Source: an optimization exercise on an open RTL-to-GDS flow (aim: a short achievable clock period and few clock cycles). Production flows keep margins and buffers that such runs may drop. At most, simulation tests tie the RTL to the original design; equivalence was not proved. Power figures rest on the tool's default switching activity, not on a simulated workload.

==> job 9101: inputs <==
// cpu
module cpu (
    input  logic       CLOCK
  , input  logic       RESET
  , input  logic [7:0] read_bus
  , output logic [3:0] ctrl_bus
  , output logic [7:0] addr_bus
  , output logic [7:0] write_bus
  , output logic [7:0] OUT
);
  localparam int U_NB0 = 0, U_NB1 = 1, U_NB2 = 2, U_JMP = 3, U_JCC = 4, U_ADD = 5,
                 U_CMP = 6, U_PUSH = 7, U_POP = 8, U_ALU = 9, U_Z = 10, U_HLT = 11,
                 U_R1 = 12, U_R2 = 13, U_W = 14, U_WIMM = 15, U_DSTA = 16, U_DSTSP = 17,
                 U_YA = 18, U_YSP = 19, U_YIMM = 20, U_XA = 21, U_XSP = 22, U_R1S0 = 23,
                 U_R1S1 = 24, U_R2S0 = 25, U_R2S1 = 26, U_HSB = 27, U_NZ = 28, U_W_ = 29;
  function automatic logic [U_W_-1:0] pdec(input logic [7:0] o);
    logic mac, add, cmp, push, pop, jmp, jcc, nop, hlt, hs, hd;
    logic [2:0] sm, dm;
    logic [U_W_-1:0] u;
    mac  = ~(o[7] & o[6]);
    add  = o[7:6] == 2'b01;
    cmp  = o[7:6] == 2'b10;
    push = o[7:3] == 5'b11000;
    pop  = o[7:3] == 5'b11001;
    jmp  = o == 8'b11010000;
    jcc  = o[7:4] == 4'b1110;
    nop  = o == 8'b11111110;
    hlt  = o[7:6] == 2'b11 & ~(push | pop | jmp | jcc | nop);
    sm   = o[2:0];
    dm   = pop ? o[2:0] : o[5:3];
    hs   = (mac | push) & sm[1];
    hd   = (mac | pop) & (dm[1:0] == 2'b10);
    u = '0;
  ...
make LEC_CHECK=0 CAP_MARGIN=20 CORE_MARGIN=2 CORE_UTILIZATION=40 SETUP_SLACK_MARGIN=2.5 SLEW_MARGIN=20 finish   # period 4.0 ns
run.sh (not shown) runs the stock make flow with config.mk's settings and CLKGATE_MAP_FILE= SYNTH_SCRIPT=/design/flow/synth_recipe.tcl, a recipe that flattens the netlist after the stock synthesis.
==> job 9977 (differences from job 9101) <==
--- a/flow/design.v
+++ b/flow/design.v
@@ -6,17 +6,17 @@
   , output logic [7:0] addr_bus
   , output logic [7:0] write_bus
   , output logic [7:0] OUT
 );
   localparam int U_NB0 = 0, U_NB1 = 1, U_NB2 = 2, U_JMP = 3, U_JCC = 4, U_ADD = 5,
                  U_CMP = 6, U_PUSH = 7, U_POP = 8, U_ALU = 9, U_Z = 10, U_HLT = 11,
                  U_R1 = 12, U_R2 = 13, U_W = 14, U_WIMM = 15, U_DSTA = 16, U_DSTSP = 17,
                  U_YA = 18, U_YSP = 19, U_YIMM = 20, U_XA = 21, U_XSP = 22, U_R1S0 = 23,
-                 U_R1S1 = 24, U_R2S0 = 25, U_R2S1 = 26, U_HSB = 27, U_NZ = 28, U_W_ = 29;
+                 U_R1S1 = 24, U_R2S0 = 25, U_R2S1 = 26, U_HSB = 27, U_W_ = 28;
   function automatic logic [U_W_-1:0] pdec(input logic [7:0] o);
     logic mac, add, cmp, push, pop, jmp, jcc, nop, hlt, hs, hd;
     logic [2:0] sm, dm;
     logic [U_W_-1:0] u;
     mac  = ~(o[7] & o[6]);
     add  = o[7:6] == 2'b01;
     cmp  = o[7:6] == 2'b10;
     push = o[7:3] == 5'b11000;
@@ -54,31 +54,28 @@
     u[U_XA]    = dm == 3'b000;
     u[U_XSP]   = dm == 3'b100;
     u[U_R1S0]  = ~pop & (sm[1:0] != 2'b10) & sm[2];
     u[U_R1S1]  = ~pop & (sm[1:0] == 2'b10);
     u[U_R2S0]  = (dm[1:0] != 2'b10) & dm[2];
     u[U_R2S1]  = dm[1:0] == 2'b10;
     if (pop) u[U_R1S0] = 1'b1;
     u[U_HSB]   = hs;
-    u[U_NZ]    = o != 8'd0;         
     pdec = u;
   endfunction
   logic [7:0] a, sp, last;
   logic       fc, fz, fs, fo, fu;
   logic [7:0] addr_q, wd_q;
   logic       wr_q;
   logic [7:0] fp;                   
   logic       fpx;
   logic [7:0] ra;                   
   logic       sir;                  
   logic [7:0]      b_d [0:3];
   logic [7:0]      b_a [0:3];
-  logic [7:0]      b_t [0:3];       
-  logic            f_done;          
   logic [U_W_-1:0] b_u [0:3];
   logic [3:0]      rp, wp;          
   logic [3:0]      s0, s1, s2;      
   logic            s0r, s1r, s2r;   
   logic [3:0]      qt;              
   logic            pv;              
   logic            rv;              
   logic            ph;              
@@ -146,42 +143,31 @@
   endfunction
   function automatic logic [3:0] rot(input logic [3:0] x, input int n);
     logic [7:0] d;
     d = {x, x} << n;
     rot = d[7:4];
   endfunction
   logic [U_W_-1:0] rb_u;
   assign rb_u = pdec(read_bus);
-  logic [8:0] rb_tc;
-  logic [7:0] rb_t;
-  assign rb_tc = add8(ra, read_bus, 1'b1);
-  assign rb_t = rb_tc[7:0];
-  logic [7:0]      vq0, vq1, vq2, va0, va1, vt0, vt1;
-  logic            vz1;             
+  logic [7:0]      vq0, vq1, vq2, va0, va1;
   logic [U_W_-1:0] vu0;
   always_comb begin
     vq0 = 8'd0;
     vq1 = {8{s1r}} & read_bus;
     vq2 = {8{s2r}} & read_bus;
     va0 = 8'd0;
     va1 = {8{s1r}} & ra;
-    vt0 = 8'd0;
-    vt1 = 8'd0;
-    vz1 = 1'b0;
     vu0 = '0;
     for (int k = 0; k < 4; k++) begin
       vq0 = vq0 | ({8{s0[k]}} & b_d[k]);
       vq1 = vq1 | ({8{s1[k]}} & b_d[k]);
       vq2 = vq2 | ({8{s2[k]}} & b_d[k]);
       va0 = va0 | ({8{s0[k]}} & b_a[k]);
       va1 = va1 | ({8{s1[k]}} & b_a[k]);
-      vt0 = vt0 | ({8{s0[k]}} & b_t[k]);
-      vt1 = vt1 | ({8{s1[k]}} & b_t[k]);
-      vz1 = vz1 | (s1[k] & b_u[k][U_NZ]);
       vu0 = vu0 | ({U_W_{s0[k]}} & b_u[k]);
     end
   end
   logic av1, av2, av3, av4;         
   assign av1 = qt[0] | rv;
   assign av2 = qt[1] | (qt[0] & rv);
   assign av3 = qt[2] | (qt[1] & rv);
   assign av4 = qt[3] | (qt[2] & rv);
@@ -293,141 +279,126 @@
     end
   end
   logic [7:0] x_tgt;
   assign x_tgt = add8(p_oa, p_sb, 1'b1);
   logic xjt, xwh, xfl;
   assign xjt = x_ex & p_jcc & p_off & cond(p_cc, fc, fz, fs, fo);
   assign xwh = x_done & p_w & x_whit;
   assign xfl = xjt | xwh;
-  logic h_stable, h_offb, h_taken, h_nz, fold;
-  logic [7:0] h_tgt;
-  assign h_stable = ~(xv & (p_add | p_cmp));
-  assign h_offb   = ph ? qt[0] : qt[1];
-  assign h_taken  = vu0[U_JMP] | (vu0[U_JCC] & h_stable & cond(vq0[3:0], fc, fz, fs, fo));
-  assign h_nz     = ph ? vu0[U_NZ] : vz1;
-  assign h_tgt    = ph ? vt0 : vt1;
-  assign fold     = qt[0] & h_offb & h_taken & h_nz & ~f_done & ~xfl;
   logic dload, redir;
   assign dload  = bytes_ok & x_free & ~xfl;
   assign redir  = (xjt & ~jskip) | xwh;
   logic out2, out3, out4, jskip;
   assign out2 = qt[1] | (qt[0] & (rv | pv)) | (rv & pv);
   assign out3 = qt[2] | (qt[1] & (rv | pv)) | (qt[0] & rv & pv);
   assign out4 = qt[3] | (qt[2] & (rv | pv)) | (qt[1] & rv & pv);
   assign jskip = (p_sb[7:2] == 6'd0)
                & ((p_sb[1:0] == 2'd1 & out2) | (p_sb[1:0] == 2'd2 & out3) | (p_sb[1:0] == 2'd3 & out4));
   logic [3:0] ch;                   
   always_comb begin
     if (dload) ch = cons_h;
     else if (xjt & jskip) ch = {p_sb[1:0] == 2'd3, p_sb[1:0] == 2'd2, p_sb[1:0] == 2'd1, 1'b0};
     else ch = 4'b0001;
   end
   logic [7:0] rd_a;
-  assign rd_a = xjt ? x_tgt : xwh ? hd : h_tgt;
-  logic fetch_redir;
-  assign fetch_redir = redir | fold;
+  assign rd_a = xjt ? x_tgt : hd;
   logic room;
   always_comb begin
     case ({pv, rv})
       2'b00: room = ~qt[3];
       2'b11: room = ~qt[1];
       default: room = ~qt[2];
     endcase
   end
   logic [3:0] qt_n, rp_n;
   always_comb begin
     qt_n = ({4{ch[0]}} & {av4, av3, av2, av1})
          | ({4{ch[1]}} & {1'b0, av4, av3, av2})
          | ({4{ch[2]}} & {2'b00, av4, av3})
          | ({4{ch[3]}} & {3'b000, av4});
     rp_n = ({4{ch[0]}} & rp) | ({4{ch[1]}} & rot(rp, 1))
          | ({4{ch[2]}} & rot(rp, 2)) | ({4{ch[3]}} & rot(rp, 3));
-    if (redir | (fold & dload)) begin
+    if (redir) begin
       qt_n = 4'd0;
       rp_n = 4'b0001;
-    end else if (fold) begin
-      qt_n = ph ? 4'b0001 : 4'b0011;
-      rp_n = rp;
     end
   end
   always_ff @(posedge CLOCK) begin
     if (RESET) begin
       a <= 8'd0; sp <= 8'h80; last <= 8'd0;
       fc <= 1'b0; fz <= 1'b0; fs <= 1'b0; fo <= 1'b0; fu <= 1'b0;
       addr_q <= 8'd0; wd_q <= 8'd0; wr_q <= 1'b0;
       fp <= 8'd0; fpx <= 1'b0; ra <= 8'd0;
       sir <= 1'b0;
-      rp <= 4'b0001; wp <= 4'b0001; f_done <= 1'b0;
+      rp <= 4'b0001; wp <= 4'b0001;
       s0 <= 4'd0; s1 <= 4'd0; s2 <= 4'd0; s0r <= 1'b1; s1r <= 1'b1; s2r <= 1'b1;
       qt <= 4'd0; pv <= 1'b1; rv <= 1'b0; ph <= 1'b0;
       for (int i = 0; i < 4; i++) begin
-        b_d[i] <= 8'd0; b_a[i] <= 8'd0; b_u[i] <= '0; b_t[i] <= 8'd0;
+        b_d[i] <= 8'd0; b_a[i] <= 8'd0; b_u[i] <= '0;
       end
       xv <= 1'b0; x_ex <= 1'b0; x_a1 <= 1'b0; x_a2 <= 1'b0; x_a3 <= 1'b0;
       x_done <= 1'b0; x_free <= 1'b1;
       p_add <= 1'b0; p_cmp <= 1'b0; p_push <= 1'b0; p_pop <= 1'b0; p_alu <= 1'b0;
       p_z <= 1'b0; p_jcc <= 1'b0;
       p_r1 <= 1'b0; p_r2 <= 1'b0; p_w <= 1'b0; p_wimm <= 1'b0; p_dsta <= 1'b0; p_dstsp <= 1'b0;
       p_ya <= 1'b0; p_ysp <= 1'b0; p_yimm <= 1'b0; p_xa <= 1'b0; p_xsp <= 1'b0;
       sx_a <= 1'b0; sx_sp <= 1'b0; syp <= 3'd0; syn <= 3'd0; opy <= 8'd0; inv_rb <= 1'b0; m_cin <= 1'b0;
       a_sel <= 5'd0; sp_sel <= 5'd0; l_sel <= 5'd0; w_sel <= 5'd0;
       a_hold <= 1'b1; sp_hold <= 1'b1; sp_dsel <= 1'b0; sp_isel <= 1'b0; l_hold <= 1'b1; w_hold <= 1'b1;
       f_e <= 1'b0; f_m <= 1'b0;
       p_r1s <= 2'd0; p_r2s <= 2'd0;
       p_sb <= 8'd0; p_db <= 8'd0; p_oa <= 8'd0; p_cc <= 4'd0; p_off <= 1'b0;
     end else begin
       for (int k = 0; k < 4; k++) begin
         if (rv & wp[k]) begin
-          b_d[k] <= read_bus; b_a[k] <= ra; b_u[k] <= rb_u; b_t[k] <= rb_t;
+          b_d[k] <= read_bus; b_a[k] <= ra; b_u[k] <= rb_u;
         end
       end
       qt <= qt_n;
       rp <= rp_n;
       s0 <= {4{qt_n[0]}} & rp_n;
       s1 <= {4{qt_n[1]}} & rot(rp_n, 1);
       s2 <= {4{qt_n[2]}} & rot(rp_n, 2);
       s0r <= ~qt_n[0];
       s1r <= ~qt_n[1];
       s2r <= ~qt_n[2];
-      rv <= pv & ~fetch_redir;
+      rv <= pv & ~redir;
       ra <= addr_q;
-      if (redir | (fold & dload)) wp <= 4'b0001;
-      else if (fold) wp <= ph ? rot(rp, 1) : rot(rp, 2);
+      if (redir) wp <= 4'b0001;
       else if (rv) wp <= rot(wp, 1);
-      f_done <= ~redir & ~dload & (fold | f_done);
       sir <= hd >= 8'h59;
       if (x_rq) begin
         addr_q <= x_addr;
         wr_q   <= x_rqw;
         pv     <= 1'b0;
-        if (fetch_redir) begin fp <= rd_a; fpx <= 1'b1; end
-      end else if (fetch_redir) begin
+        if (redir) begin fp <= rd_a; fpx <= 1'b1; end
+      end else if (redir) begin
         addr_q <= rd_a;
         wr_q   <= 1'b0;
         pv     <= 1'b1;
         fp     <= rd_a;
         fpx    <= 1'b0;
       end else if (room) begin
         addr_q <= fa;
         wr_q   <= 1'b0;
         pv     <= 1'b1;
         fp     <= fa;
         fpx    <= 1'b0;
       end else begin
         wr_q   <= 1'b0;
         pv     <= 1'b0;
       end
-      a    <= pick(a_sel, sum_e, sum_m, last, ey, read_bus) | ({8{a_hold}} & a);
-      sp   <= pick(sp_sel, sum_e, sum_m, last, ey, read_bus) | ({8{sp_hold}} & sp)
-            | ({8{sp_dsel}} & sp_dec) | ({8{sp_isel}} & sp_inc);
-      last <= pick(l_sel, sum_e, sum_m, last, ey, read_bus) | ({8{l_hold}} & last);
-      wd_q <= pick(w_sel, sum_e, sum_m, last, ey, read_bus) | ({8{w_hold}} & wd_q);
-      if (f_e) begin fc <= ec; fz <= ez; fs <= es; fo <= eo; fu <= eu; end
-      if (f_m) begin fc <= mc; fz <= mz; fs <= ms; fo <= mo; fu <= mu; end
+      a    <= pick(a_sel & {5{xv}}, sum_e, sum_m, last, ey, read_bus) | ({8{a_hold | ~xv}} & a);
+      sp   <= pick(sp_sel & {5{xv}}, sum_e, sum_m, last, ey, read_bus) | ({8{sp_hold | ~xv}} & sp)
+            | ({8{sp_dsel & xv}} & sp_dec) | ({8{sp_isel & xv}} & sp_inc);
+      last <= pick(l_sel & {5{xv}}, sum_e, sum_m, last, ey, read_bus) | ({8{l_hold | ~xv}} & last);
+      wd_q <= pick(w_sel & {5{xv}}, sum_e, sum_m, last, ey, read_bus) | ({8{w_hold | ~xv}} & wd_q);
+      if (f_e & xv) begin fc <= ec; fz <= ez; fs <= es; fo <= eo; fu <= eu; end
+      if (f_m & xv) begin fc <= mc; fz <= mz; fs <= ms; fo <= mo; fu <= mu; end
       if (x_free) begin
         x_ex <= dload;
         x_a1 <= 1'b0; x_a2 <= 1'b0; x_a3 <= 1'b0;
         x_done <= dload & ~vu0[U_R1] & ~vu0[U_R2];
         x_free <= ~dload | (~vu0[U_R1] & ~vu0[U_R2]);
       end else begin
         x_ex <= 1'b0;
         x_a1 <= x_ex;
@@ -442,18 +413,18 @@
         opy <= (({8{p_xa}} & a) | ({8{p_xsp}} & sp)) ^ {8{p_cmp}}; inv_rb <= p_cmp; m_cin <= 1'b0;
       end else if (x_a1 & ~p_r1) begin
         opy <= (({8{p_ya}} & a) | ({8{p_ysp}} & sp) | ({8{p_yimm}} & p_sb)) ^ {8{p_cmp}};
         inv_rb <= 1'b0; m_cin <= p_cmp;
       end
       begin
         logic nx_ex, nx_a3, nx_z, cm, c_add, c_cmp, c_dsta, c_dstsp, c_push, c_pop, c_w;
         logic [4:0] roh;
-        nx_ex = x_free & dload & vu0[U_ALU] & ~vu0[U_R1] & ~vu0[U_R2];
-        nx_z  = x_free & dload & vu0[U_Z];
+        nx_ex = x_free & ~xfl & vu0[U_ALU] & ~vu0[U_R1] & ~vu0[U_R2];
+        nx_z  = x_free & ~xfl & vu0[U_Z];
         nx_a3 = (x_a1 & ~(p_r1 & p_r2)) | x_a2;
         c_add   = nx_ex ? vu0[U_ADD]   : p_add;
         c_cmp   = nx_ex ? vu0[U_CMP]   : p_cmp;
         c_dsta  = nx_ex ? vu0[U_DSTA]  : p_dsta;
         c_dstsp = nx_ex ? vu0[U_DSTSP] : p_dstsp;
         c_push  = nx_ex ? vu0[U_PUSH]  : p_push;
         c_pop   = nx_ex ? vu0[U_POP]   : p_pop;
         c_w     = nx_ex ? vu0[U_W]     : p_w;
@@ -472,17 +443,17 @@
         f_m <= nx_a3 & (c_add | c_cmp);
       end
       if (dload) ph <= vu0[U_HLT];
       if (x_free) begin
         xv <= dload;
         p_add <= vu0[U_ADD]; p_cmp <= vu0[U_CMP]; p_push <= vu0[U_PUSH]; p_pop <= vu0[U_POP];
         p_alu <= vu0[U_ALU];
         p_z <= vu0[U_Z];
-        p_jcc <= (vu0[U_JCC] | vu0[U_JMP]) & ~f_done & ~fold;
+        p_jcc <= vu0[U_JCC] | vu0[U_JMP];
         p_oa <= ph ? va0 : va1;
         p_r1 <= vu0[U_R1]; p_r2 <= vu0[U_R2]; p_w <= vu0[U_W]; p_wimm <= vu0[U_WIMM];
         p_dsta <= vu0[U_DSTA]; p_dstsp <= vu0[U_DSTSP];
         p_ya <= vu0[U_YA]; p_ysp <= vu0[U_YSP]; p_yimm <= vu0[U_YIMM];
         p_xa <= vu0[U_XA]; p_xsp <= vu0[U_XSP];
         sx_a <= vu0[U_XA]; sx_sp <= vu0[U_XSP];
         syp <= {vu0[U_YIMM], vu0[U_YSP], vu0[U_YA]} & {3{~vu0[U_CMP]}};
         syn <= {vu0[U_YIMM], vu0[U_YSP], vu0[U_YA]} & {3{vu0[U_CMP]}};
- CORE_UTILIZATION: 40 -> 45
- TNS_END_PERCENT: unset -> 100
==> notes.md <==
Number of global-route vias before repair: job 9977 21200; job 9101 22000
Switching share of total power: job 9977 33.1%; job 9101 32.5%
Slew HR: job 9977 35.9%; job 9101 46.4%
Die width: job 9977 212 um; job 9101 236 um
Crit. Startpoint: job 9977 sp[0]; job 9101 qt[1]
Status: job 9977 timing/DRC/antenna clean; job 9101 timing/DRC/antenna clean
Post-cts repair resize count: job 9977 860; job 9101 701
Mapped Area: job 9977 0.0195 mm2; job 9101 0.0216 mm2
Met2 usage: job 9977 62.0%; job 9101 50.5%
Data required time of the critical path: job 9977 4450 ps; job 9101 4470 ps
Max stage delay on crit path: job 9977 460 ps; job 9101 500 ps
Synthesis-to-finish area growth: job 9977 61.4%; job 9101 53.0%
Endpoint arrival time on the critical path: job 9977 3060 ps; job 9101 3390 ps
End point of the critical path: job 9977 wd_q[7]; job 9101 addr_q[4]
Testbench counts of job 9977, summed over its fixed seeds: cycles 23,184.
Function not checked in job 9101: the RTL went through the layout flow alone.

## re-timing with driven ports
How much do the figures lean on ideal ports? The routed layouts below were timed once more, with nothing changed but the port constraints.
Step 1 (the two cells are an assumption about what drives the block):
set clk [get_ports {CLOCK}]
set_driving_cell -lib_cell sky130_fd_sc_hd__clkbuf_16 $clk
set_driving_cell -lib_cell sky130_fd_sc_hd__buf_2 [delete_from_list [all_inputs] $clk]
Step 2 moves the port delays by t, midway between the first and last clock arrival at a register: inputs arrive t later, outputs are due t later. That takes back most of the time a late clock gives input paths.
Three values: no drivers, after step 1, after step 2; two values: the first two.
run | shift t [ns] | setup WS [ns] | hold slack, ns | slew at the worst register clock pin (ns)
job 9101 | 0.655 | 1.082 / 1.082 / 0.902 | 0.447 / 0.447 / 0.447 | 0.06 / 0.06
job 9977 | 0.644 | 1.381 / 1.381 / 1.134 | 0.463 / 0.463 / 0.463 | 0.07 / 0.07
After both steps every run listed still meets setup and hold. For job 9977, which loses most, drivers alone change the setup slack by 0.000 ns; drivers and shift together by -0.247 ns.
